From an optimization exercise on the open Yosys and OpenROAD flow, aimed at small area, a short achievable clock period and few clock cycles; shortcuts taken in it are not production practice. No functional check of the RTL was part of any run shown here. Power figures rest on the tool's default switching activity, not on a simulated workload.

### config.mk
export PLATFORM = sky130hd
export DESIGN_NAME = CORDIC
export DESIGN_NICKNAME = CORDIC
export VERILOG_FILES = /design/flow/design.v
export SDC_FILE = /design/flow/constraint.sdc
export NUM_CORES = 4
export LEC_CHECK = 0
export ABC_AREA = 1
export CAP_MARGIN = 20
export CORE_MARGIN = 2
export CORE_UTILIZATION = 40
export SETUP_SLACK_MARGIN = 4
export SLEW_MARGIN = 20
export SYNTH_HIERARCHICAL = 1
export SYNTH_MINIMUM_KEEP_SIZE = 0
### run.sh
#!/bin/bash
# synth_recipe.tcl (not shown) runs the flow's synth.tcl, then flattens the netlist and writes it again
# the make line also repeats each setting of config.mk as NAME=value (left out here)
make -C /OpenROAD-flow-scripts/flow DESIGN_CONFIG=/design/flow/config.mk WORK_HOME=/design/flow/orfs CLKGATE_MAP_FILE= SYNTH_SCRIPT=/design/flow/synth_recipe.tcl finish
### design.v
module CORDIC #(parameter integer W = 32)
(
    input wire clk,
    input wire start,
    input wire signed [31:0] x,
    input wire signed [31:0] y,
    output wire signed [W-1:0]phi,
    output wire done
);
reg [31:0] xr;
reg [31:0] yr;
reg [31:0] z;
reg [4:0] cnt;
reg dn;
reg [0:0] b27;   
reg [2:0] ff;
reg [1:0] c0;
wire d = yr[31];
wire [31:0] xs, ys, xn, yn, zn;
cordic_addsub u_addx (.a(xr), .src(yr), .s({cnt[4:1], c0[0]}), .inv(d), .ld(start), .din(x), .o(xn));
cordic_addsub u_addy (.a(yr), .src(xr), .s({cnt[4:1], ~c0[1]}), .inv(~d), .ld(start), .din(y), .o(yn));
wire [31:0] za;
cordic_ztab u_tab (.i(cnt), .d(d), .dn(dn), .o(za));
cordic_add u_addz (.a(z), .b(za), .o(zn));
wire b26 = ~d;
wire [2:0] fnext;
assign fnext[0] = z[4] & (b26 ? (~z[5] & (&z[10:6])) : (&z[10:5]));
assign fnext[1] = z[4] & (b26 ? (~z[5] & (&z[17:6])) : (&z[17:5]));
assign fnext[2] = z[4] & (b26 ? (~z[5] & (&z[24:6])) : (&z[24:5]));
cordic_fin u_fin (.a(z), .b(b27), .f(ff), .o(phi));
assign done = dn;
always @(posedge clk) begin
    xr <= xn;
    yr <= yn;
    if (start)
        z <= 32'h906dfdfb;
    else
        z <= zn;
    if (start) begin
        cnt <= 5'd0;
        dn  <= 1'b0;
        c0[0] <= 1'b0;
        c0[1] <= 1'b1;
    end else if (!dn) begin
        cnt <= cnt + 5'd1;
        dn  <= (cnt == 5'd26);
        b27 <= {~yn[31]};
        c0[0] <= ~c0[0];
        c0[1] <= ~c0[1];
        if (cnt == 5'd26) ff <= fnext;
    end
end
endmodule
module cordic_shr (input wire [31:0] a, input wire [4:0] s, output wire [31:0] o);
wire [31:0] l0 = s[0] ? {{1{a[31]}}, a[31:1]} : a;
wire [31:0] l1 = s[1] ? {{2{l0[31]}}, l0[31:2]} : l0;
wire [31:0] l2 = s[2] ? {{4{l1[31]}}, l1[31:4]} : l1;
wire [31:0] l3 = s[3] ? {{8{l2[31]}}, l2[31:8]} : l2;
wire [31:0] l4 = s[4] ? {{16{l3[31]}}, l3[31:16]} : l3;
assign o = l4;
endmodule
module cordic_addsub (input wire [31:0] a, input wire [31:0] src, input wire [4:0] s, input wire inv, input wire ld, input wire [31:0] din, output wire [31:0] o);
wire [31:0] p, g;
cordic_shpg u_pg (.a(a), .src(src), .s(s), .cin(inv), .p(p), .g(g));
cordic_pfxl u_pfx (.p(p), .g(g), .cin(inv), .ld(ld), .din(din), .o(o));
endmodule
module cordic_pfxl (input wire [31:0] p, input wire [31:0] g, input wire cin, input wire ld, input wire [31:0] din, output wire [31:0] o);
wire [31:0] s;
wire G0_1 = g[1] | (p[1] & g[0]);
wire G0_3 = g[3] | (p[3] & g[2]);
wire P0_3 = p[3] & p[2];
wire G0_5 = g[5] | (p[5] & g[4]);
wire P0_5 = p[5] & p[4];
wire G0_7 = g[7] | (p[7] & g[6]);
wire P0_7 = p[7] & p[6];
wire G0_9 = g[9] | (p[9] & g[8]);
wire P0_9 = p[9] & p[8];
wire G0_11 = g[11] | (p[11] & g[10]);
wire P0_11 = p[11] & p[10];
wire G0_13 = g[13] | (p[13] & g[12]);
wire P0_13 = p[13] & p[12];
wire G0_15 = g[15] | (p[15] & g[14]);
wire P0_15 = p[15] & p[14];
wire G0_17 = g[17] | (p[17] & g[16]);
wire P0_17 = p[17] & p[16];
wire G0_19 = g[19] | (p[19] & g[18]);
wire P0_19 = p[19] & p[18];
wire G0_21 = g[21] | (p[21] & g[20]);
wire P0_21 = p[21] & p[20];
wire G0_23 = g[23] | (p[23] & g[22]);
wire P0_23 = p[23] & p[22];
wire G0_25 = g[25] | (p[25] & g[24]);
wire P0_25 = p[25] & p[24];
wire G0_27 = g[27] | (p[27] & g[26]);
wire P0_27 = p[27] & p[26];
wire G0_29 = g[29] | (p[29] & g[28]);
wire P0_29 = p[29] & p[28];
wire G0_31 = g[31] | (p[31] & g[30]);
wire P0_31 = p[31] & p[30];
wire G1_2 = g[2] | (p[2] & G0_1);
wire G1_3 = G0_3 | (P0_3 & G0_1);
wire G1_6 = g[6] | (p[6] & G0_5);
wire P1_6 = p[6] & P0_5;
wire G1_7 = G0_7 | (P0_7 & G0_5);
wire P1_7 = P0_7 & P0_5;
wire G1_10 = g[10] | (p[10] & G0_9);
wire P1_10 = p[10] & P0_9;
wire G1_11 = G0_11 | (P0_11 & G0_9);
wire P1_11 = P0_11 & P0_9;
wire G1_14 = g[14] | (p[14] & G0_13);
wire P1_14 = p[14] & P0_13;
wire G1_15 = G0_15 | (P0_15 & G0_13);
wire P1_15 = P0_15 & P0_13;
wire G1_18 = g[18] | (p[18] & G0_17);
wire P1_18 = p[18] & P0_17;
wire G1_19 = G0_19 | (P0_19 & G0_17);
wire P1_19 = P0_19 & P0_17;
wire G1_22 = g[22] | (p[22] & G0_21);
wire P1_22 = p[22] & P0_21;
wire G1_23 = G0_23 | (P0_23 & G0_21);
wire P1_23 = P0_23 & P0_21;
wire G1_26 = g[26] | (p[26] & G0_25);
wire P1_26 = p[26] & P0_25;
wire G1_27 = G0_27 | (P0_27 & G0_25);
wire P1_27 = P0_27 & P0_25;
wire G1_30 = g[30] | (p[30] & G0_29);
wire P1_30 = p[30] & P0_29;
wire G1_31 = G0_31 | (P0_31 & G0_29);
wire P1_31 = P0_31 & P0_29;
wire G2_4 = g[4] | (p[4] & G1_3);
wire G2_5 = G0_5 | (P0_5 & G1_3);
wire G2_6 = G1_6 | (P1_6 & G1_3);
wire G2_7 = G1_7 | (P1_7 & G1_3);
wire G2_12 = g[12] | (p[12] & G1_11);
wire P2_12 = p[12] & P1_11;
wire G2_13 = G0_13 | (P0_13 & G1_11);
wire P2_13 = P0_13 & P1_11;
wire G2_14 = G1_14 | (P1_14 & G1_11);
wire P2_14 = P1_14 & P1_11;
wire G2_15 = G1_15 | (P1_15 & G1_11);
wire P2_15 = P1_15 & P1_11;
wire G2_20 = g[20] | (p[20] & G1_19);
wire P2_20 = p[20] & P1_19;
wire G2_21 = G0_21 | (P0_21 & G1_19);
wire P2_21 = P0_21 & P1_19;
wire G2_22 = G1_22 | (P1_22 & G1_19);
wire P2_22 = P1_22 & P1_19;
wire G2_23 = G1_23 | (P1_23 & G1_19);
wire P2_23 = P1_23 & P1_19;
wire G2_28 = g[28] | (p[28] & G1_27);
wire P2_28 = p[28] & P1_27;
wire G2_29 = G0_29 | (P0_29 & G1_27);
wire P2_29 = P0_29 & P1_27;
wire G2_30 = G1_30 | (P1_30 & G1_27);
wire P2_30 = P1_30 & P1_27;
wire G2_31 = G1_31 | (P1_31 & G1_27);
wire P2_31 = P1_31 & P1_27;
wire G3_8 = g[8] | (p[8] & G2_7);
wire G3_9 = G0_9 | (P0_9 & G2_7);
wire G3_10 = G1_10 | (P1_10 & G2_7);
wire G3_11 = G1_11 | (P1_11 & G2_7);
wire G3_12 = G2_12 | (P2_12 & G2_7);
wire G3_13 = G2_13 | (P2_13 & G2_7);
wire G3_14 = G2_14 | (P2_14 & G2_7);
wire G3_15 = G2_15 | (P2_15 & G2_7);
wire G3_24 = g[24] | (p[24] & G2_23);
wire P3_24 = p[24] & P2_23;
wire G3_25 = G0_25 | (P0_25 & G2_23);
wire P3_25 = P0_25 & P2_23;
wire G3_26 = G1_26 | (P1_26 & G2_23);
wire P3_26 = P1_26 & P2_23;
wire G3_27 = G1_27 | (P1_27 & G2_23);
wire P3_27 = P1_27 & P2_23;
wire G3_28 = G2_28 | (P2_28 & G2_23);
wire P3_28 = P2_28 & P2_23;
wire G3_29 = G2_29 | (P2_29 & G2_23);
wire P3_29 = P2_29 & P2_23;
wire G3_30 = G2_30 | (P2_30 & G2_23);
wire P3_30 = P2_30 & P2_23;
wire G3_31 = G2_31 | (P2_31 & G2_23);
wire P3_31 = P2_31 & P2_23;
wire G4_16 = g[16] | (p[16] & G3_15);
wire G4_17 = G0_17 | (P0_17 & G3_15);
wire G4_18 = G1_18 | (P1_18 & G3_15);
wire G4_19 = G1_19 | (P1_19 & G3_15);
wire G4_20 = G2_20 | (P2_20 & G3_15);
wire G4_21 = G2_21 | (P2_21 & G3_15);
wire G4_22 = G2_22 | (P2_22 & G3_15);
wire G4_23 = G2_23 | (P2_23 & G3_15);
wire G4_24 = G3_24 | (P3_24 & G3_15);
wire G4_25 = G3_25 | (P3_25 & G3_15);
wire G4_26 = G3_26 | (P3_26 & G3_15);
wire G4_27 = G3_27 | (P3_27 & G3_15);
wire G4_28 = G3_28 | (P3_28 & G3_15);
wire G4_29 = G3_29 | (P3_29 & G3_15);
wire G4_30 = G3_30 | (P3_30 & G3_15);
wire G4_31 = G3_31 | (P3_31 & G3_15);
assign s = p ^ {G4_30, G4_29, G4_28, G4_27, G4_26, G4_25, G4_24, G4_23, G4_22, G4_21, G4_20, G4_19, G4_18, G4_17, G4_16, G3_15, G3_14, G3_13, G3_12, G3_11, G3_10, G3_9, G3_8, G2_7, G2_6, G2_5, G2_4, G1_3, G1_2, G0_1, g[0], cin};
assign o = ld ? din : s;
endmodule
module cordic_shpg (input wire [31:0] a, input wire [31:0] src, input wire [4:0] s, input wire cin, output wire [31:0] p, output wire [31:0] g);
wire [31:0] ax = a ^ {32{cin}};
wire [31:0] l0 = s[0] ? {{1{src[31]}}, src[31:1]} : src;
wire [31:0] l1 = s[1] ? {{2{l0[31]}}, l0[31:2]} : l0;
wire [31:0] l2 = s[2] ? {{4{l1[31]}}, l1[31:4]} : l1;
wire [31:0] l3 = s[3] ? {{8{l2[31]}}, l2[31:8]} : l2;
wire [31:0] l4 = s[4] ? {{16{l3[31]}}, l3[31:16]} : l3;
assign p = ax ^ l4;
wire [31:0] g1 = a & ~p;
assign g = {g1[31:1], g1[0] | (p[0] & cin)};
endmodule
module cordic_xor (input wire [31:0] a, input wire s, output wire [31:0] o);
assign o = a ^ {32{s}};
endmodule
module cordic_pgx (input wire [31:0] a, input wire [31:0] ax, input wire [31:0] b, input wire cin, output wire [31:0] p, output wire [31:0] g);
assign p = ax ^ b;
wire [31:0] g1 = a & ~p;
assign g = {g1[31:1], g1[0] | (p[0] & cin)};
endmodule
module cordic_pfx (input wire [31:0] p, input wire [31:0] g, input wire cin, output wire [31:0] o);
wire G0_1 = g[1] | (p[1] & g[0]);
wire G0_3 = g[3] | (p[3] & g[2]);
wire P0_3 = p[3] & p[2];
wire G0_5 = g[5] | (p[5] & g[4]);
wire P0_5 = p[5] & p[4];
wire G0_7 = g[7] | (p[7] & g[6]);
wire P0_7 = p[7] & p[6];
wire G0_9 = g[9] | (p[9] & g[8]);
wire P0_9 = p[9] & p[8];
wire G0_11 = g[11] | (p[11] & g[10]);
wire P0_11 = p[11] & p[10];
wire G0_13 = g[13] | (p[13] & g[12]);
wire P0_13 = p[13] & p[12];
wire G0_15 = g[15] | (p[15] & g[14]);
wire P0_15 = p[15] & p[14];
wire G0_17 = g[17] | (p[17] & g[16]);
wire P0_17 = p[17] & p[16];
wire G0_19 = g[19] | (p[19] & g[18]);
wire P0_19 = p[19] & p[18];
wire G0_21 = g[21] | (p[21] & g[20]);
wire P0_21 = p[21] & p[20];
wire G0_23 = g[23] | (p[23] & g[22]);
wire P0_23 = p[23] & p[22];
wire G0_25 = g[25] | (p[25] & g[24]);
wire P0_25 = p[25] & p[24];
wire G0_27 = g[27] | (p[27] & g[26]);
wire P0_27 = p[27] & p[26];
wire G0_29 = g[29] | (p[29] & g[28]);
wire P0_29 = p[29] & p[28];
wire G0_31 = g[31] | (p[31] & g[30]);
wire P0_31 = p[31] & p[30];
wire G1_2 = g[2] | (p[2] & G0_1);
wire G1_3 = G0_3 | (P0_3 & G0_1);
wire G1_6 = g[6] | (p[6] & G0_5);
wire P1_6 = p[6] & P0_5;
wire G1_7 = G0_7 | (P0_7 & G0_5);
wire P1_7 = P0_7 & P0_5;
wire G1_10 = g[10] | (p[10] & G0_9);
wire P1_10 = p[10] & P0_9;
wire G1_11 = G0_11 | (P0_11 & G0_9);
wire P1_11 = P0_11 & P0_9;
wire G1_14 = g[14] | (p[14] & G0_13);
wire P1_14 = p[14] & P0_13;
wire G1_15 = G0_15 | (P0_15 & G0_13);
wire P1_15 = P0_15 & P0_13;
wire G1_18 = g[18] | (p[18] & G0_17);
wire P1_18 = p[18] & P0_17;
wire G1_19 = G0_19 | (P0_19 & G0_17);
wire P1_19 = P0_19 & P0_17;
wire G1_22 = g[22] | (p[22] & G0_21);
wire P1_22 = p[22] & P0_21;
wire G1_23 = G0_23 | (P0_23 & G0_21);
wire P1_23 = P0_23 & P0_21;
wire G1_26 = g[26] | (p[26] & G0_25);
wire P1_26 = p[26] & P0_25;
wire G1_27 = G0_27 | (P0_27 & G0_25);
wire P1_27 = P0_27 & P0_25;
wire G1_30 = g[30] | (p[30] & G0_29);
wire P1_30 = p[30] & P0_29;
wire G1_31 = G0_31 | (P0_31 & G0_29);
wire P1_31 = P0_31 & P0_29;
wire G2_4 = g[4] | (p[4] & G1_3);
wire G2_5 = G0_5 | (P0_5 & G1_3);
wire G2_6 = G1_6 | (P1_6 & G1_3);
wire G2_7 = G1_7 | (P1_7 & G1_3);
wire G2_12 = g[12] | (p[12] & G1_11);
wire P2_12 = p[12] & P1_11;
wire G2_13 = G0_13 | (P0_13 & G1_11);
wire P2_13 = P0_13 & P1_11;
wire G2_14 = G1_14 | (P1_14 & G1_11);
wire P2_14 = P1_14 & P1_11;
wire G2_15 = G1_15 | (P1_15 & G1_11);
wire P2_15 = P1_15 & P1_11;
wire G2_20 = g[20] | (p[20] & G1_19);
wire P2_20 = p[20] & P1_19;
wire G2_21 = G0_21 | (P0_21 & G1_19);
wire P2_21 = P0_21 & P1_19;
wire G2_22 = G1_22 | (P1_22 & G1_19);
wire P2_22 = P1_22 & P1_19;
wire G2_23 = G1_23 | (P1_23 & G1_19);
wire P2_23 = P1_23 & P1_19;
wire G2_28 = g[28] | (p[28] & G1_27);
wire P2_28 = p[28] & P1_27;
wire G2_29 = G0_29 | (P0_29 & G1_27);
wire P2_29 = P0_29 & P1_27;
wire G2_30 = G1_30 | (P1_30 & G1_27);
wire P2_30 = P1_30 & P1_27;
wire G2_31 = G1_31 | (P1_31 & G1_27);
wire P2_31 = P1_31 & P1_27;
wire G3_8 = g[8] | (p[8] & G2_7);
wire G3_9 = G0_9 | (P0_9 & G2_7);
wire G3_10 = G1_10 | (P1_10 & G2_7);
wire G3_11 = G1_11 | (P1_11 & G2_7);
wire G3_12 = G2_12 | (P2_12 & G2_7);
wire G3_13 = G2_13 | (P2_13 & G2_7);
wire G3_14 = G2_14 | (P2_14 & G2_7);
wire G3_15 = G2_15 | (P2_15 & G2_7);
wire G3_24 = g[24] | (p[24] & G2_23);
wire P3_24 = p[24] & P2_23;
wire G3_25 = G0_25 | (P0_25 & G2_23);
wire P3_25 = P0_25 & P2_23;
wire G3_26 = G1_26 | (P1_26 & G2_23);
wire P3_26 = P1_26 & P2_23;
wire G3_27 = G1_27 | (P1_27 & G2_23);
wire P3_27 = P1_27 & P2_23;
wire G3_28 = G2_28 | (P2_28 & G2_23);
wire P3_28 = P2_28 & P2_23;
wire G3_29 = G2_29 | (P2_29 & G2_23);
wire P3_29 = P2_29 & P2_23;
wire G3_30 = G2_30 | (P2_30 & G2_23);
wire P3_30 = P2_30 & P2_23;
wire G3_31 = G2_31 | (P2_31 & G2_23);
wire P3_31 = P2_31 & P2_23;
wire G4_16 = g[16] | (p[16] & G3_15);
wire G4_17 = G0_17 | (P0_17 & G3_15);
wire G4_18 = G1_18 | (P1_18 & G3_15);
wire G4_19 = G1_19 | (P1_19 & G3_15);
wire G4_20 = G2_20 | (P2_20 & G3_15);
wire G4_21 = G2_21 | (P2_21 & G3_15);
wire G4_22 = G2_22 | (P2_22 & G3_15);
wire G4_23 = G2_23 | (P2_23 & G3_15);
wire G4_24 = G3_24 | (P3_24 & G3_15);
wire G4_25 = G3_25 | (P3_25 & G3_15);
wire G4_26 = G3_26 | (P3_26 & G3_15);
wire G4_27 = G3_27 | (P3_27 & G3_15);
wire G4_28 = G3_28 | (P3_28 & G3_15);
wire G4_29 = G3_29 | (P3_29 & G3_15);
wire G4_30 = G3_30 | (P3_30 & G3_15);
wire G4_31 = G3_31 | (P3_31 & G3_15);
assign o = p ^ {G4_30, G4_29, G4_28, G4_27, G4_26, G4_25, G4_24, G4_23, G4_22, G4_21, G4_20, G4_19, G4_18, G4_17, G4_16, G3_15, G3_14, G3_13, G3_12, G3_11, G3_10, G3_9, G3_8, G2_7, G2_6, G2_5, G2_4, G1_3, G1_2, G0_1, g[0], cin};
endmodule
module cordic_add (input wire [31:0] a, input wire [31:0] b, output wire [31:0] o);
wire [31:0] p, g;
cordic_pgz u_pg (.a(a), .b(b), .p(p), .g(g));
cordic_pfx u_pfx (.p(p), .g(g), .cin(1'b0), .o(o));
endmodule
module cordic_pgz (input wire [31:0] a, input wire [31:0] b, output wire [31:0] p, output wire [31:0] g);
assign p = a ^ b;
assign g = a & b;
endmodule
module cordic_ztab (input wire [4:0] i, input wire d, input wire dn, output wire [31:0] o);
wire [31:0] t =
    ({32{i == 5'd0}} & 32'h6487ed52) |
    ({32{i == 5'd1}} & 32'h3b58ce0a) |
    ({32{i == 5'd2}} & 32'h1f5b75fa) |
    ({32{i == 5'd3}} & 32'h0feadd4e) |
    ({32{i == 5'd4}} & 32'h07fd56ee) |
    ({32{i == 5'd5}} & 32'h03ffaab8) |
    ({32{i == 5'd6}} & 32'h01fff556) |
    ({32{i == 5'd7}} & 32'h00fffeaa) |
    ({32{i == 5'd8}} & 32'h007fffd6) |
    ({32{i == 5'd9}} & 32'h003ffffa) |
    ({32{i == 5'd10}} & 32'h00200000) |
    ({32{i == 5'd11}} & 32'h00100000) |
    ({32{i == 5'd12}} & 32'h00080000) |
    ({32{i == 5'd13}} & 32'h00040000) |
    ({32{i == 5'd14}} & 32'h00020000) |
    ({32{i == 5'd15}} & 32'h00010000) |
    ({32{i == 5'd16}} & 32'h00008000) |
    ({32{i == 5'd17}} & 32'h00004000) |
    ({32{i == 5'd18}} & 32'h00002000) |
    ({32{i == 5'd19}} & 32'h00001000) |
    ({32{i == 5'd20}} & 32'h00000800) |
    ({32{i == 5'd21}} & 32'h00000400) |
    ({32{i == 5'd22}} & 32'h00000200) |
    ({32{i == 5'd23}} & 32'h00000100) |
    ({32{i == 5'd24}} & 32'h00000080) |
    ({32{i == 5'd25}} & 32'h00000040) |
    ({32{i == 5'd26}} & 32'h00000020);
assign o = (d | dn) ? 32'h0 : t;
endmodule
module cordic_fin (input wire [31:0] a, input wire b, input wire [2:0] f, output wire [31:0] o);
assign o[3:0] = a[3:0];
wire c0 = b;
assign o[4] = a[4] ^ c0;
assign o[5] = a[5] ^ (c0 & (&a[4:4]));
assign o[6] = a[6] ^ (c0 & (&a[5:4]));
assign o[7] = a[7] ^ (c0 & (&a[6:4]));
assign o[8] = a[8] ^ (c0 & (&a[7:4]));
assign o[9] = a[9] ^ (c0 & (&a[8:4]));
assign o[10] = a[10] ^ (c0 & (&a[9:4]));
wire c1 = (b & f[0]);
assign o[11] = a[11] ^ c1;
assign o[12] = a[12] ^ (c1 & (&a[11:11]));
assign o[13] = a[13] ^ (c1 & (&a[12:11]));
assign o[14] = a[14] ^ (c1 & (&a[13:11]));
assign o[15] = a[15] ^ (c1 & (&a[14:11]));
assign o[16] = a[16] ^ (c1 & (&a[15:11]));
assign o[17] = a[17] ^ (c1 & (&a[16:11]));
wire c2 = (b & f[1]);
assign o[18] = a[18] ^ c2;
assign o[19] = a[19] ^ (c2 & (&a[18:18]));
assign o[20] = a[20] ^ (c2 & (&a[19:18]));
assign o[21] = a[21] ^ (c2 & (&a[20:18]));
assign o[22] = a[22] ^ (c2 & (&a[21:18]));
assign o[23] = a[23] ^ (c2 & (&a[22:18]));
assign o[24] = a[24] ^ (c2 & (&a[23:18]));
wire c3 = (b & f[2]);
assign o[25] = a[25] ^ c3;
assign o[26] = a[26] ^ (c3 & (&a[25:25]));
assign o[27] = a[27] ^ (c3 & (&a[26:25]));
assign o[28] = a[28] ^ (c3 & (&a[27:25]));
assign o[29] = a[29] ^ (c3 & (&a[28:25]));
assign o[30] = a[30] ^ (c3 & (&a[29:25]));
assign o[31] = a[31] ^ (c3 & (&a[30:25]));
endmodule
### constraint.sdc
create_clock -name core_clock -period 7.5 [get_ports {clk}]
set_input_delay 1.5000 -clock core_clock [delete_from_list [all_inputs] [get_ports {clk}]]
set_output_delay 1.5000 -clock core_clock [all_outputs]
set_load 0.01 [all_outputs]
==> impl_metrics.py, run 1 <==
metrics = {
    "global_route": {
        "track_usage_pct": 23.8,
        "grt_antenna_before_repair": 0,
        "grt_pass1_vias": 14943,
        "grt_overflow": 0,
        "grt_max_degree": 73,
        "grt_pass1_wl_mm": 75.3,
    },
    "synth": {
        "synthesis.instances": 2706,
        "synth.cell_area_mm2": 0.0151,
        "syn_avg_cell_area_um2": 5.59,
        "yosys_warnings": 7,
    },
    "clock_network": {
        "cts_made_buffers": 9,
        "clk_pin_slew_ns": 0.08,
        "clockRootBuffer": "clkbuf_16",
        "cts_hold_buf": 0,
        "cts_sinks": 108,
        "h-tree-depth": 3,
        "cts.path.max_buffers": 2,
        "clkLatencyLatePin_ns": 0.39,
        "cts_tree": "built",
    },
    "sta": {
        "period_share_pct": 47.5,
        "fmax_mhz": 281,
        "tightestPinTransition_ns": 1.06,
        "setup_tns_ns": 0,
        "setup_viol_count_final": 0,
        "fin_worst_skew_ns": 0.0160,
        "rsz0062_at_grt": "yes",
        "period_minus_slack_ns": 3.56,
        "slew_viol_final": 0,
        "hold_viol_final": 0,
        "slew_headroom_pct": 29.1,
    },
    "route": {
        "vias_per_cell": 5.16,
        "wirelength_mm": 48.5,
        "drt_iter0_markers": 1490,
        "antenna_left": 0,
        "wl_per_cell_um": 14.8,
        "drc_errors": 0,
        "vias": 16863,
        "drtPass1Iterations": 6,
    },
    "layout": {
        "nets": 2871,
        "diodes": 0,
        "n_fill_cell": 4137,
        "final_util_pct": 45.2,
        "drive_gt1_share_pct": 11.8,
        "area_delta_synth_final_pct": 12.0,
    },
    "run": {
        "maxCapViolations": 0,
    },
    "floorplan": {
        "row_count": 71,
        "die_area_mm2": 0.0394,
        "coreArea_mm2": 0.0375,
        "start_util_pct": 40.4,
        "io_pins": 99,
        "die_y_um": 198,
        "die_width_um": 198,
    },
    "power_and_ir_drop": {
        "p_per_area_mw_per_mm2": 493,
        "power_leakage_uw": 0.00942,
        "vdd_drop_max_mv": 0.210,
    },
    "worst_hold_path": {
        "hold_class": "flip-flop to flip-flop",
    },
    "worst_setup_path": {
        "reg2reg_from": "cnt[2]$_SDFFE_PP0N_",
        "critical_path.startpoint": "b27$_DFFE_PP_",
        "worstPathCellList": "buf_4 -> buf_6 -> ha_1 -> clkdlybuf4s50_1",
        "slowest_stage": "clkdlybuf4s50_1",
        "worstPathArrival_ns": 2.06,
        "slowest_delay_ns": 0.55,
        "path_max_fanout": 3,
        "required_ns": 6.00,
        "r2r_end": "z[16]$_SDFF_PP1_",
        "reg2reg_slack_ns": 4.22,
        "path_class": "flip-flop to primary output",
        "crit_end": "phi[4]",
        "worst_r2r_path_depth": 17,
        "end_kind": "primary output",
        "setup.worst_path.start_class": "flip-flop",
    },
    "placed_design": {
        "dpl.hpwl_mm": 36.2,
        "io_buffers": 98,
        "gp_congestion": 0.959,
    },
    "run_status": {
        "status": "complete, no violations",
    },
}
-- where the power goes --
group	leakage, uW	switching [uW]	internal (uW)
sequential	0.000912	487	856
combinational	0.00837	4110	2410
clock	0.000130	258	228
-- sequential cells by signal (all words and copies together) (netlist names) --
name / flops
xr: 32
yr: 32
z: 32
cnt: 5
ff: 3
c0: 2
b27: 1
dn: 1
-- metrics by stage --
| step | cells | area, um2 | setup slack (ns) | hold slack, ns | power (uW) |
|---|---|---|---|---|---|
| 2_1_floorplan | 2707 | 15100 | 4.44 | 0.434 | 6460 |
| 4_1_cts | 3250 | 16600 | 3.89 | 0.474 | 8300 |
| 6_report | 3268 | 16900 | 3.94 | 0.497 | 8350 |
| 3_3_place_gp | 3220 | 16100 | 3.51 | 0.454 | 7650 |
| 5_1_grt | 3268 | 16900 | 3.87 | 0.528 | 9390 |
| 3_5_place_dp | 3220 | 16100 | 3.44 | 0.461 | 7780 |
-- cell usage in the layout (no fill, tap or decap), types with 25 or more instances in the layout --
cell               n
a21oi_1           86
clkdlybuf4s50_1   73
dfxtp_1           98
ha_1              53
inv_1            328
nand2_1          924
nand2_2           86
nand3_1          476
nand3_2           52
nor2_1           166
nor2_2            37
o21ai_0           25
xor2_1            76
-- repair_timing --
item | CTS | global route
cloned | 5 | 6
setup buffers | 9 | 12
pin swaps | 4 | 2
endpoints found under the setup margin | 107 | 74
resized for setup | 48 | 42
-- critical path: cells and delay by family, from the launching register on --
family     cells  cell delay [ns]
flops          1             0.53
fa+ha+maj      1             0.28
buf+inv        3             0.87
-- worst min-delay path by stage --
| stage | start | endpoint | slack (ns) | cells past startpoint |
|---|---|---|---|---|
| after floorplan | c0[1]$_SDFFE_PP1N_ | c0[1]$_SDFFE_PP1N_ | 0.43 | 1 |
| after global routing | c0[1]$_SDFFE_PP1N_ | c0[1]$_SDFFE_PP1N_ | 0.53 | 1 |
| after detailed placement | c0[1]$_SDFFE_PP1N_ | c0[1]$_SDFFE_PP1N_ | 0.46 | 1 |
| after CTS | c0[1]$_SDFFE_PP1N_ | c0[1]$_SDFFE_PP1N_ | 0.47 | 1 |
| final | c0[1]$_SDFFE_PP1N_ | c0[1]$_SDFFE_PP1N_ | 0.50 | 1 |
| after global placement | c0[1]$_SDFFE_PP1N_ | c0[1]$_SDFFE_PP1N_ | 0.45 | 1 |
-- per-layer routing --
layer  GRT usage, %  share of wire, %  vias to the layer above
li1               -                 -                     8629
met1           29.6                44                     7604
met2           42.0                48                      516
met3           2.54               4.6                      114
met4           9.59               4.0                        0
met5              0                 0                        -
-- layout make-up --
class | instances | area (um2) | area share (%)
repair inverters | 5 | 37.5 | 0.221
flip-flops and latches | 108 | 2210 | 13.1
clock buffers | 11 | 233 | 1.37
multi-input cells | 2144 | 11000 | 64.7
inverters | 349 | 1380 | 8.15
well taps | 511 | 639 | 3.77
clock inverters | 5 | 36.3 | 0.214
repair buffers | 135 | 1450 | 8.54
==> run 2, diff against run 1 <==
--- a/design.v
+++ b/design.v
@@ -199,23 +199,14 @@
 assign o = ld ? din : s;
 endmodule
 module cordic_shpg (input wire [31:0] a, input wire [31:0] src, input wire [4:0] s, input wire cin, output wire [31:0] p, output wire [31:0] g);
-wire [31:0] ax = a ^ {32{cin}};
-wire [31:0] l0 = s[0] ? {{1{src[31]}}, src[31:1]} : src;
+wire [31:0] sx = src ^ {32{cin}};
+wire [31:0] l0 = s[0] ? {{1{sx[31]}}, sx[31:1]} : sx;
 wire [31:0] l1 = s[1] ? {{2{l0[31]}}, l0[31:2]} : l0;
 wire [31:0] l2 = s[2] ? {{4{l1[31]}}, l1[31:4]} : l1;
 wire [31:0] l3 = s[3] ? {{8{l2[31]}}, l2[31:8]} : l2;
 wire [31:0] l4 = s[4] ? {{16{l3[31]}}, l3[31:16]} : l3;
-assign p = ax ^ l4;
-wire [31:0] g1 = a & ~p;
-assign g = {g1[31:1], g1[0] | (p[0] & cin)};
-endmodule
-module cordic_xor (input wire [31:0] a, input wire s, output wire [31:0] o);
-assign o = a ^ {32{s}};
-endmodule
-module cordic_pgx (input wire [31:0] a, input wire [31:0] ax, input wire [31:0] b, input wire cin, output wire [31:0] p, output wire [31:0] g);
-assign p = ax ^ b;
-wire [31:0] g1 = a & ~p;
-assign g = {g1[31:1], g1[0] | (p[0] & cin)};
+assign p = a ^ l4;
+assign g = {a[31:1] & l4[31:1], (a[0] & l4[0]) | (p[0] & cin)};
 endmodule
 module cordic_pfx (input wire [31:0] p, input wire [31:0] g, input wire cin, output wire [31:0] o);
 wire G0_1 = g[1] | (p[1] & g[0]);
@@ -387,7 +378,7 @@
     ({32{i == 5'd24}} & 32'h00000080) |
     ({32{i == 5'd25}} & 32'h00000040) |
     ({32{i == 5'd26}} & 32'h00000020);
-assign o = (d | dn) ? 32'h0 : t;
+assign o = d ? 32'h0 : t;
 endmodule
 module cordic_fin (input wire [31:0] a, input wire b, input wire [2:0] f, output wire [31:0] o);
 assign o[3:0] = a[3:0];
==> impl_metrics.py, run 2 <==
metrics = {
    "run_status": {
        "status": "complete, no violations",
    },
    "clock_network": {
        "cts_sinks": 108,
        "h-tree-depth": 3,
        "clockRootBuffer": "clkbuf_16",
        "cts_tree": "built",
        "cts.path.max_buffers": 2,
        "cts_hold_buf": 0,
        "cts_made_buffers": 9,
        "clkLatencyLatePin_ns": 0.40,
        "clk_pin_slew_ns": 0.09,
    },
    "power_and_ir_drop": {
        "internal-power_uw": 3990,
        "swShare_pct": 55.2,
        "vdd_drop_max_mv": 0.266,
        "power_leakage_uw": 0.00931,
        "p_switching_uw": 4920,
        "pwr-share-seq_pct": 13.1,
        "p_per_area_mw_per_mm2": 519,
        "p_clk_share_pct": 6.7,
        "pwr-share-comb_pct": 80.2,
    },
    "floorplan": {
        "io_pins": 99,
        "coreArea_mm2": 0.0346,
        "die_y_um": 192,
        "die_width_um": 192,
        "start_util_pct": 40.8,
        "row_count": 68,
        "die_area_mm2": 0.0368,
    },
    "route": {
        "drt_iter0_markers": 1455,
        "drc_errors": 0,
        "vias": 16178,
        "wl_per_cell_um": 15.7,
        "wirelength_mm": 48.2,
        "drtPass1Iterations": 8,
        "vias_per_cell": 5.26,
        "antenna_left": 0,
    },
    "synth": {
        "synthArstFlopShare_pct": 0,
        "synth.area.top_cells": "nand2_1, nand3_1, dfxtp_1",
        "yosys_warnings": 7,
        "ys_ff_latch": 108,
        "syn_avg_cell_area_um2": 5.60,
        "ys.flop_type": "dfxtp_1",
        "yosysTopAreaCellShare_pct": 22.1,
        "synth_cell_type_count": 44,
        "yosysMostFrequentCell": "nand2_1",
        "synthTopCellsByCount": "nand2_1, nand3_1, inv_1",
        "synth_seq_area_share_pct": 15.6,
        "synthesis.instances": 2522,
        "synth_edf_count": 4,
        "synth.cell_area_mm2": 0.0141,
        "yosysTopAreaCell": "nand2_1",
    },
    "worst_setup_path": {
        "end_kind": "flip-flop",
        "critPathBufInv": 4,
        "slowest_stage": "dfxtp_4",
        "setup.worst_path.start_class": "flip-flop",
        "path_delay_family": "simple AND/OR/NAND/NOR gates",
        "path_class": "flip-flop to flip-flop",
        "required_ns": 7.66,
        "reg2reg_slack_ns": 3.97,
        "worstPathArrival_ns": 3.69,
        "path_max_fanout": 7,
        "critPathMostFrequentCell": "nand3_2",
        "slowest_delay_ns": 0.42,
        "worst-path-stages": 26,
        "worst_r2r_path_depth": 26,
    },
    "global_route": {
        "grt_overflow": 0,
        "grt_pass1_vias": 14531,
        "grt_pass1_wl_mm": 73.7,
        "track_usage_pct": 25.3,
        "grt_max_degree": 78,
        "grt_antenna_before_repair": 0,
    },
    "sta": {
        "fmax_mhz": 284,
        "rsz0062_at_grt": "yes",
        "slew_viol_final": 0,
        "setup_tns_ns": 0,
        "worst_slack_ns": 3.97,
        "period_share_pct": 47.0,
        "period_minus_slack_ns": 3.53,
        "fin_worst_skew_ns": 0.0152,
        "hold_viol_final": 0,
        "tightestPinTransition_ns": 0.905,
        "slew_headroom_pct": 39.6,
        "setup_viol_count_final": 0,
    },
    "placed_design": {
        "io_buffers": 98,
        "gp_congestion": 0.976,
        "placed_area_mm2": 0.0152,
        "dpl.hpwl_mm": 34.7,
        "pre_cts_slack_ns": 3.06,
    },
    "worst_hold_path": {
        "hold_class": "flip-flop to flip-flop",
        "hold_path_depth": 1,
    },
    "layout": {
        "area_delta_synth_final_pct": 21.7,
        "top_regs": "xr: 32 flops, yr: 32 flops, z: 32 flops",
        "nets": 2796,
        "mostFrequentLayoutCell": "nand2_1",
        "diodes": 0,
        "final_cell_mix": "nand2_1, nand3_1, inv_1",
        "drive_gt1_share_pct": 14.6,
        "final_area_mm2": 0.0172,
    },
    "run": {
        "maxCapViolations": 0,
    },
}
-- run 2: worst reg2reg max path: stages, from the launching register on --
cell and delay [ns]:
dfxtp_4 0.42, clkinvlp_4 0.23, buf_12 0.23, or2_2 0.35, nand3_2 0.09, nand3_2 0.08
nand3_2 0.08, nand3_2 0.10, nand3_2 0.13, nand2_4 0.08, ha_4 0.24, a21o_1 0.16
ha_2 0.17, inv_2 0.05, nand2_2 0.05, nand2_2 0.06, nand2_2 0.05, nand2_2 0.08
nand2_4 0.08, nand2_4 0.09, nand2_8 0.08, nand2_4 0.07, nand2_1 0.05, nand2_1 0.06
nand3_1 0.06, nand2_1 0.12, inv_1 0.04
-- run 2: routing by layer --
| layer | vias up | share of wire, % | GRT usage [%] |
|---|---|---|---|
| met3 | 88 | 5.6 | 3.87 |
| met4 | 0 | 3.4 | 9.17 |
| li1 | 8317 | - | - |
| met1 | 7274 | 43 | 31.5 |
| met2 | 499 | 48 | 43.8 |
| met5 | - | 0 | 0 |
-- run 2: path summary, 6_finish.rpt --
| check | to | start |
|---|---|---|
| setup / recovery | b27$_DFFE_PP_ | yr[31]$_DFF_P_ |
| hold / removal | c0[1]$_SDFFE_PP1N_ | c0[1]$_SDFFE_PP1N_ |
| setup reg to reg | b27$_DFFE_PP_ | yr[31]$_DFF_P_ |
| hold reg to reg | c0[1]$_SDFFE_PP1N_ | c0[1]$_SDFFE_PP1N_ |
-- run 2: per-module statistics from Yosys (local to each module, per instance), excerpt --
module       area, um2  copies in the design
CORDIC            2760                     1
cordic_add        3.75                     1
cordic_fin         613                     1
cordic_pfx        1270                     1
cordic_pfxl       1600                     2
cordic_pgz         400                     1
cordic_shpg       2610                     2
cordic_ztab        657                     1
-- run 2: cell type report --
cell class                      instances  area [um2]
Clock buffer                            9         225
Clock inverter                          7         121
Fill cell                            3635       17400
Inverter                              302        1220
Multi-Input combinational cell       2012       11000
Sequential cell                       108        2220
Tap cell                              455         569
Timing Repair Buffer                  174        1790
Timing Repair inverter                  6        46.3
-- run 2: stage by stage --
step,total power [uW],std cells,util [%],hold WS (ns)
after floorplan,6000,2523,-,0.434
after global placement,7300,2987,43.8,0.450
after detailed placement,7400,2987,43.8,0.455
after CTS,8170,3032,46.1,0.470
after global routing,9900,3073,49.6,0.519
final,8920,3073,49.6,0.467
-- run 2: power by group through the flow --
stage                     sequential [uW]  combinational [uW]  clock (uW)
final                                1170                7150         598
after global routing                 1210                8060         635
after CTS                            1160                6400         612
after detailed placement             1190                6210           0
after global placement               1180                6110           0
after floorplan                      1050                4950           0
-- run 2: timing repair --
action	CTS	global route
setup endpoints to repair	112	71
buffers inserted	22	36
gates cloned	7	5
resized for setup	57	188
pin swaps	0	46
-- run 2: cell families (layout without fill, tap and decap cells) --
kind of cell             after synthesis  after routing  synth area share (%)
AND/OR/NAND/NOR                     1667           1667                  52.1
other                                  2              3                0.0532
buffers and inverters                403            498                  12.3
XOR/XNOR                              36             36                  2.34
flip-flops                           108            108                  15.6
adder cells (fa/ha/maj)              117            117                  10.4
AO/OA/AOI/OAI                        189            189                  7.28
==> run 3, diff against run 2 <==
--- a/design.v
+++ b/design.v
@@ -19,9 +19,7 @@
 wire [31:0] xs, ys, xn, yn, zn;
 cordic_addsub u_addx (.a(xr), .src(yr), .s({cnt[4:1], c0[0]}), .inv(d), .ld(start), .din(x), .o(xn));
 cordic_addsub u_addy (.a(yr), .src(xr), .s({cnt[4:1], ~c0[1]}), .inv(~d), .ld(start), .din(y), .o(yn));
-wire [31:0] za;
-cordic_ztab u_tab (.i(cnt), .d(d), .dn(dn), .o(za));
-cordic_add u_addz (.a(z), .b(za), .o(zn));
+cordic_addz u_addz (.a(z), .i(cnt), .d(d), .dn(dn), .o(zn));
 wire b26 = ~d;
 wire [2:0] fnext;
 assign fnext[0] = z[4] & (b26 ? (~z[5] & (&z[10:6])) : (&z[10:5]));
@@ -60,8 +58,10 @@
 assign o = l4;
 endmodule
 module cordic_addsub (input wire [31:0] a, input wire [31:0] src, input wire [4:0] s, input wire inv, input wire ld, input wire [31:0] din, output wire [31:0] o);
+wire [31:0] ax;
+cordic_xor u_x (.a(a), .s(inv), .o(ax));
 wire [31:0] p, g;
-cordic_shpg u_pg (.a(a), .src(src), .s(s), .cin(inv), .p(p), .g(g));
+cordic_shpg u_pg (.a(a), .ax(ax), .src(src), .s(s), .cin(inv), .p(p), .g(g));
 cordic_pfxl u_pfx (.p(p), .g(g), .cin(inv), .ld(ld), .din(din), .o(o));
 endmodule
 module cordic_pfxl (input wire [31:0] p, input wire [31:0] g, input wire cin, input wire ld, input wire [31:0] din, output wire [31:0] o);
@@ -198,15 +198,23 @@
 assign s = p ^ {G4_30, G4_29, G4_28, G4_27, G4_26, G4_25, G4_24, G4_23, G4_22, G4_21, G4_20, G4_19, G4_18, G4_17, G4_16, G3_15, G3_14, G3_13, G3_12, G3_11, G3_10, G3_9, G3_8, G2_7, G2_6, G2_5, G2_4, G1_3, G1_2, G0_1, g[0], cin};
 assign o = ld ? din : s;
 endmodule
-module cordic_shpg (input wire [31:0] a, input wire [31:0] src, input wire [4:0] s, input wire cin, output wire [31:0] p, output wire [31:0] g);
-wire [31:0] sx = src ^ {32{cin}};
-wire [31:0] l0 = s[0] ? {{1{sx[31]}}, sx[31:1]} : sx;
+module cordic_shpg (input wire [31:0] a, input wire [31:0] ax, input wire [31:0] src, input wire [4:0] s, input wire cin, output wire [31:0] p, output wire [31:0] g);
+wire [31:0] l0 = s[0] ? {{1{src[31]}}, src[31:1]} : src;
 wire [31:0] l1 = s[1] ? {{2{l0[31]}}, l0[31:2]} : l0;
 wire [31:0] l2 = s[2] ? {{4{l1[31]}}, l1[31:4]} : l1;
 wire [31:0] l3 = s[3] ? {{8{l2[31]}}, l2[31:8]} : l2;
 wire [31:0] l4 = s[4] ? {{16{l3[31]}}, l3[31:16]} : l3;
-assign p = a ^ l4;
-assign g = {a[31:1] & l4[31:1], (a[0] & l4[0]) | (p[0] & cin)};
+assign p = ax ^ l4;
+wire [31:0] g1 = a & ~p;
+assign g = {g1[31:1], g1[0] | (p[0] & cin)};
+endmodule
+module cordic_xor (input wire [31:0] a, input wire s, output wire [31:0] o);
+assign o = a ^ {32{s}};
+endmodule
+module cordic_pgx (input wire [31:0] a, input wire [31:0] ax, input wire [31:0] b, input wire cin, output wire [31:0] p, output wire [31:0] g);
+assign p = ax ^ b;
+wire [31:0] g1 = a & ~p;
+assign g = {g1[31:1], g1[0] | (p[0] & cin)};
 endmodule
 module cordic_pfx (input wire [31:0] p, input wire [31:0] g, input wire cin, output wire [31:0] o);
 wire G0_1 = g[1] | (p[1] & g[0]);
@@ -349,6 +357,44 @@
 assign p = a ^ b;
 assign g = a & b;
 endmodule
+module cordic_zpg (input wire [31:0] a, input wire [4:0] i, input wire d, input wire dn, output wire [31:0] p, output wire [31:0] g);
+wire [31:0] t =
+    ({32{i == 5'd0}} & 32'h6487ed52) |
+    ({32{i == 5'd1}} & 32'h3b58ce0a) |
+    ({32{i == 5'd2}} & 32'h1f5b75fa) |
+    ({32{i == 5'd3}} & 32'h0feadd4e) |
+    ({32{i == 5'd4}} & 32'h07fd56ee) |
+    ({32{i == 5'd5}} & 32'h03ffaab8) |
+    ({32{i == 5'd6}} & 32'h01fff556) |
+    ({32{i == 5'd7}} & 32'h00fffeaa) |
+    ({32{i == 5'd8}} & 32'h007fffd6) |
+    ({32{i == 5'd9}} & 32'h003ffffa) |
+    ({32{i == 5'd10}} & 32'h00200000) |
+    ({32{i == 5'd11}} & 32'h00100000) |
+    ({32{i == 5'd12}} & 32'h00080000) |
+    ({32{i == 5'd13}} & 32'h00040000) |
+    ({32{i == 5'd14}} & 32'h00020000) |
+    ({32{i == 5'd15}} & 32'h00010000) |
+    ({32{i == 5'd16}} & 32'h00008000) |
+    ({32{i == 5'd17}} & 32'h00004000) |
+    ({32{i == 5'd18}} & 32'h00002000) |
+    ({32{i == 5'd19}} & 32'h00001000) |
+    ({32{i == 5'd20}} & 32'h00000800) |
+    ({32{i == 5'd21}} & 32'h00000400) |
+    ({32{i == 5'd22}} & 32'h00000200) |
+    ({32{i == 5'd23}} & 32'h00000100) |
+    ({32{i == 5'd24}} & 32'h00000080) |
+    ({32{i == 5'd25}} & 32'h00000040) |
+    ({32{i == 5'd26}} & 32'h00000020);
+wire [31:0] b = d ? 32'h0 : t;
+assign p = a ^ b;
+assign g = a & b;
+endmodule
+module cordic_addz (input wire [31:0] a, input wire [4:0] i, input wire d, input wire dn, output wire [31:0] o);
+wire [31:0] p, g;
+cordic_zpg u_pg (.a(a), .i(i), .d(d), .dn(dn), .p(p), .g(g));
+cordic_pfx u_pfx (.p(p), .g(g), .cin(1'b0), .o(o));
+endmodule
 module cordic_ztab (input wire [4:0] i, input wire d, input wire dn, output wire [31:0] o);
 wire [31:0] t =
     ({32{i == 5'd0}} & 32'h6487ed52) |
==> impl_metrics.py, run 3 <==
metrics = {
    "synth": {
        "syn_avg_cell_area_um2": 5.16,
        "synth.cell_area_mm2": 0.0150,
        "yosys_warnings": 7,
        "synthesis.instances": 2915,
    },
    "power_and_ir_drop": {
        "p_switching_uw": 4630,
        "power_leakage_uw": 0.00991,
        "pwr-share-comb_pct": 75.8,
        "internal-power_uw": 3380,
        "p_clk_share_pct": 7.2,
        "p_per_area_mw_per_mm2": 472,
        "vdd_drop_max_mv": 0.221,
        "swShare_pct": 57.8,
        "pwr-share-seq_pct": 17.0,
    },
    "worst_setup_path": {
        "worstPathCellList": "buf_12 -> nand3_2 -> nor2_4 -> nand3_1 -> nand2_1 -> clkdlybuf4s50_1",
        "end_kind": "primary output",
        "path_class": "flip-flop to primary output",
        "worstPathArrival_ns": 1.92,
        "slowest_stage": "clkdlybuf4s50_1",
        "required_ns": 6.00,
        "critical_path.startpoint": "b27$_DFFE_PP_",
        "path_delay_family": "buffers and inverters",
        "slowest_delay_ns": 0.53,
        "critPathBufInv": 2,
        "path_max_fanout": 5,
        "reg2reg_from": "yr[31]$_DFF_P_",
        "setup.worst_path.start_class": "flip-flop",
    },
    "sta": {
        "whs_ns": 0.495,
        "tightestPinTransition_ns": 0.926,
        "period_share_pct": 45.6,
        "setup_viol_count_final": 0,
        "period_minus_slack_ns": 3.42,
        "slew_headroom_pct": 38.2,
        "slew_viol_final": 0,
        "setup_tns_ns": 0,
        "fmax_mhz": 293,
        "rsz0062_at_grt": "yes",
        "fin_worst_skew_ns": 0.0163,
        "hold_viol_final": 0,
    },
    "floorplan": {
        "coreArea_mm2": 0.0373,
        "start_util_pct": 40.3,
        "die_width_um": 198,
        "io_pins": 99,
        "die_y_um": 198,
        "row_count": 71,
        "die_area_mm2": 0.0392,
    },
    "global_route": {
        "grt_pass1_vias": 15973,
        "grt_antenna_before_repair": 0,
        "grt_overflow": 0,
        "grt_pass1_wl_mm": 79.1,
        "grt_max_degree": 78,
        "track_usage_pct": 25.2,
    },
    "route": {
        "antenna_left": 0,
        "drtPass1Iterations": 6,
        "vias_per_cell": 5.18,
        "wirelength_mm": 49.7,
        "drt_iter0_markers": 1314,
        "drc_errors": 0,
        "vias": 17843,
        "wl_per_cell_um": 14.4,
    },
    "layout": {
        "final_cell_mix": "nand2_1, nand3_1, inv_1",
        "final_area_mm2": 0.0169,
        "nets": 3083,
        "drive_gt1_share_pct": 7.51,
        "diodes": 0,
        "area_delta_synth_final_pct": 12.7,
        "top_regs": "xr: 32 flops, yr: 32 flops, z: 32 flops",
        "mostFrequentLayoutCell": "nand2_1",
    },
    "clock_network": {
        "clockRootBuffer": "clkbuf_16",
        "cts_sinks": 108,
        "clk_pin_slew_ns": 0.09,
        "clkLatencyLatePin_ns": 0.39,
        "cts_tree": "built",
        "cts.path.max_buffers": 2,
        "h-tree-depth": 3,
        "cts_made_buffers": 9,
    },
    "placed_design": {
        "dpl.hpwl_mm": 37.3,
        "placed_area_mm2": 0.0160,
        "io_buffers": 98,
        "gp_congestion": 0.948,
    },
    "worst_hold_path": {
        "min-delay-start": "c0[1]$_SDFFE_PP1N_",
        "hold_class": "flip-flop to flip-flop",
    },
    "run_status": {
        "status": "complete, no violations",
    },
    "run": {
        "maxCapViolations": 0,
    },
}
[run 3: worst paths after layout]
check	endpoint	slack [ns]	depth (start not counted)
max	phi[10]	4.08	6
min	c0[1]$_SDFFE_PP1N_	0.49	1
max reg2reg	xr[17]$_DFF_P_	4.20	23
min reg2reg	c0[1]$_SDFFE_PP1N_	0.49	1
[run 3: layout make-up]
| class | count | area (um2) |
|---|---|---|
| clock buffers | 11 | 253 |
| clock inverters | 5 | 82.6 |
| fillers | 4107 | 20400 |
| inverters | 398 | 1570 |
| multi-input cells | 2296 | 10700 |
| flip-flops and latches | 108 | 2230 |
| well taps | 474 | 593 |
| repair buffers | 145 | 1490 |
| repair inverters | 8 | 57.6 |
[run 3: power groups by stage]
stage	combinational [uW]	clock, uW	sequential [uW]
global route	7020	612	1400
CTS	5960	595	1380
detailed placement	5910	0	1390
floorplan	4900	0	1110
global placement	5780	0	1390
finish	6070	573	1360
[run 3: through the flow]
| step | power (uW) | utilization [%] | worst slack (ns) | std cells |
|---|---|---|---|---|
| finish | 8000 | 45.4 | 4.08 | 3445 |
| global route | 9030 | 45.4 | 3.92 | 3445 |
| CTS | 7930 | 44.3 | 3.93 | 3413 |
| detailed placement | 7310 | 42.8 | 3.34 | 3382 |
| global placement | 7170 | 42.8 | 3.36 | 3382 |
| floorplan | 6010 | - | 4.48 | 2915 |
[run 3: timing repair]
item	in CTS	in global routing
pin swaps	1	4
hold buffers	0	0
setup buffers	8	30
resized for setup	34	42
setup endpoints to repair	109	78
gates cloned	7	2
[run 3: worst reg2reg max path, cell delays in order (launching register included)]
cell and delay, ns:
dfxtp_4 0.47, buf_6 0.33, nand2_1 0.14, nand3_1 0.12, nand3_1 0.11, nand3_1 0.11
nand3_1 0.15, nand2_1 0.13, nand2_1 0.08, nand3_1 0.07, nand2_1 0.06, ha_1 0.17
inv_1 0.07, nand2_2 0.06, nand2_1 0.07, nand2_2 0.07, nand2_2 0.08, nand2_4 0.08
nand2_4 0.09, nand2_4 0.14, ha_1 0.22, nor2_1 0.11, xor2_1 0.15, o21ai_0 0.08
[run 3: routing by layer]
layer	up-vias	wire length, um	track usage (%)
met2	536	23900	44.9
met1	7995	21400	30.7
li1	9200	-	-
met5	-	0	0
met4	0	1770	9.36
met3	112	2650	3.42
==> run 4, diff against run 3 <==
--- a/design.v
+++ b/design.v
@@ -386,7 +386,7 @@
     ({32{i == 5'd24}} & 32'h00000080) |
     ({32{i == 5'd25}} & 32'h00000040) |
     ({32{i == 5'd26}} & 32'h00000020);
-wire [31:0] b = d ? 32'h0 : t;
+wire [31:0] b = (d | dn) ? 32'h0 : t;
 assign p = a ^ b;
 assign g = a & b;
 endmodule
@@ -424,7 +424,7 @@
     ({32{i == 5'd24}} & 32'h00000080) |
     ({32{i == 5'd25}} & 32'h00000040) |
     ({32{i == 5'd26}} & 32'h00000020);
-assign o = d ? 32'h0 : t;
+assign o = (d | dn) ? 32'h0 : t;
 endmodule
 module cordic_fin (input wire [31:0] a, input wire b, input wire [2:0] f, output wire [31:0] o);
 assign o[3:0] = a[3:0];
==> impl_metrics.py, run 4 <==
metrics = {
    "worst_setup_path": {
        "path_max_fanout": 3,
        "path_class": "flip-flop to primary output",
        "worstPathArrival_ns": 1.94,
        "reg2reg_from": "cnt[1]$_SDFFE_PP0N_",
        "setup.worst_path.start_class": "flip-flop",
        "critical_path.startpoint": "b27$_DFFE_PP_",
        "required_ns": 6.00,
        "end_kind": "primary output",
    },
    "route": {
        "vias": 17759,
        "drc_errors": 0,
        "vias_per_cell": 5.17,
        "drtPass1Iterations": 7,
        "wirelength_mm": 50.3,
        "wl_per_cell_um": 14.6,
        "antenna_left": 0,
        "drt_iter0_markers": 1197,
    },
    "floorplan": {
        "die_width_um": 198,
        "die_y_um": 198,
        "start_util_pct": 40.9,
        "die_area_mm2": 0.0391,
        "io_pins": 99,
        "row_count": 70,
        "coreArea_mm2": 0.0368,
    },
    "layout": {
        "final_util_pct": 46.0,
        "final_cell_mix": "nand2_1, nand3_1, inv_1",
        "nets": 3079,
        "n_fill_cell": 4050,
        "final_cell_count_no_fill": 3435,
        "drive_gt1_share_pct": 7.72,
        "top_regs": "xr: 32 flops, yr: 32 flops, z: 32 flops",
        "area_delta_synth_final_pct": 12.6,
        "mostFrequentLayoutCell": "nand2_1",
        "diodes": 0,
    },
    "clock_network": {
        "cts_made_buffers": 9,
        "h-tree-depth": 3,
        "clk_pin_slew_ns": 0.08,
        "cts_sinks": 108,
        "clkLatencyLatePin_ns": 0.40,
        "clockRootBuffer": "clkbuf_16",
        "cts_tree": "built",
        "cts.path.max_buffers": 2,
    },
    "global_route": {
        "grt_max_degree": 54,
        "track_usage_pct": 25.1,
        "top_usage_layer": "met2",
        "grt_use_met1_pct": 30.8,
        "grt_overflow": 0,
        "grt_pass1_vias": 15916,
        "met3_usage_pct": 2.90,
        "grtUsageMet2_pct": 44.4,
        "grt_antenna_before_repair": 0,
        "grt_pass1_wl_mm": 78.8,
    },
    "sta": {
        "period_share_pct": 45.8,
        "fmax_mhz": 291,
        "setup_tns_ns": 0,
        "slew_viol_final": 0,
        "rsz0062_at_grt": "yes",
        "tightestPinTransition_ns": 0.928,
        "fin_worst_skew_ns": 0.0184,
        "period_minus_slack_ns": 3.44,
        "hold_viol_final": 0,
        "setup_viol_count_final": 0,
        "slew_headroom_pct": 38.0,
    },
    "synth": {
        "yosys_warnings": 7,
        "synthesis.instances": 2907,
        "synth.cell_area_mm2": 0.0150,
        "syn_avg_cell_area_um2": 5.17,
    },
    "power_and_ir_drop": {
        "p_per_area_mw_per_mm2": 468,
        "vdd_drop_max_mv": 0.193,
        "power_leakage_uw": 0.00988,
    },
    "worst_hold_path": {
        "min-delay-start": "c0[1]$_SDFFE_PP1N_",
        "hold_class": "flip-flop to flip-flop",
    },
    "placed_design": {
        "place_inst": 3370,
        "dpl.hpwl_mm": 37.5,
        "io_buffers": 98,
        "gp_congestion": 0.940,
    },
    "run_status": {
        "status": "complete, no violations",
    },
    "run": {
        "maxCapViolations": 0,
    },
}
run 4: where the power goes:
| group | switching [uW] | total, uW | internal (uW) |
|---|---|---|---|
| Combinational | 3860 | 6050 | 2190 |
| Sequential | 485 | 1340 | 852 |
| Clock | 264 | 533 | 269 |
run 4: final timing paths:
kind,end,slack [ns],depth (start not counted)
max,phi[4],4.06,4
min,c0[1]$_SDFFE_PP1N_,0.53,1
max reg2reg,z[16]$_SDFF_PP1_,4.23,15
min reg2reg,c0[1]$_SDFFE_PP1N_,0.53,1
run 4: final cells by class:
| type | instances | area [um2] | area share [%] |
|---|---|---|---|
| clock buffer | 12 | 246 | 1.46 |
| clock inverter | 4 | 48.8 | 0.288 |
| inverter | 399 | 1570 | 9.30 |
| multi-input combinational | 2289 | 10700 | 63.2 |
| sequential | 108 | 2230 | 13.2 |
| tap | 468 | 586 | 3.46 |
| timing repair buffer | 146 | 1480 | 8.77 |
| timing repair inverter | 9 | 66.3 | 0.392 |
run 4: routing by layer:
| metal | part of all wire, % | routed length [um] |
|---|---|---|
| met1 | 43 | 21800 |
| met2 | 48 | 24300 |
| met3 | 5.5 | 2770 |
| met4 | 2.8 | 1420 |
| met5 | 0 | 0 |
run 4: stage by stage:
step,cell area [um2],setup WS [ns],power [uW],hold slack (ns)
after floorplan,15000,4.41,6020,0.434
after global placement,16000,3.25,7180,0.453
after detailed placement,16000,3.24,7290,0.487
after CTS,16500,3.92,7870,0.579
after global routing,16900,3.94,8910,0.548
final,16900,4.06,7920,0.528
run 4: worst max-delay path, stage by stage, from the launching register on:
cell	delay (ns)
edfxtp_1	0.42
buf_12	0.16
buf_4	0.15
ha_1	0.27
clkdlybuf4s50_1	0.53
run 4: repair_timing:
item                                    4_1_cts  5_1_grt
resized for setup                            44       45
buffers inserted                             18       20
hold buffers                                  0        0
pin swaps                                     1        4
endpoints found under the setup margin      115       73
gates cloned                                  7        4

[separate check: timing with driven ports]
The flow's constraints put no driver on any port. The routed layouts listed below were extracted and timed again, unchanged, in two steps. Step 1, drivers: a clkbuf_16 drives clk and a buf_2 each remaining input, both assumed. Step 2 moves the port delays by t, midway between the first and last clock arrival at a register: inputs arrive t later, outputs are due t later. That takes back most of the time a late clock gives input paths. Three values: ideal ports, drivers, drivers and shift; two values: the first two.
run | shift t [ns] | slack for setup (ns) | worst setup path at the end
run 1 | 0.444 | 3.935 / 3.876 / 4.224 | register to register
run 2 | 0.448 | 3.973 / 3.973 / 3.973 | register to register
run 3 | 0.445 | 4.082 / 4.023 / 4.202 | register to register
run 4 | 0.452 | 4.063 / 4.006 / 4.111 | input to register
After both steps every run listed still meets setup and hold.
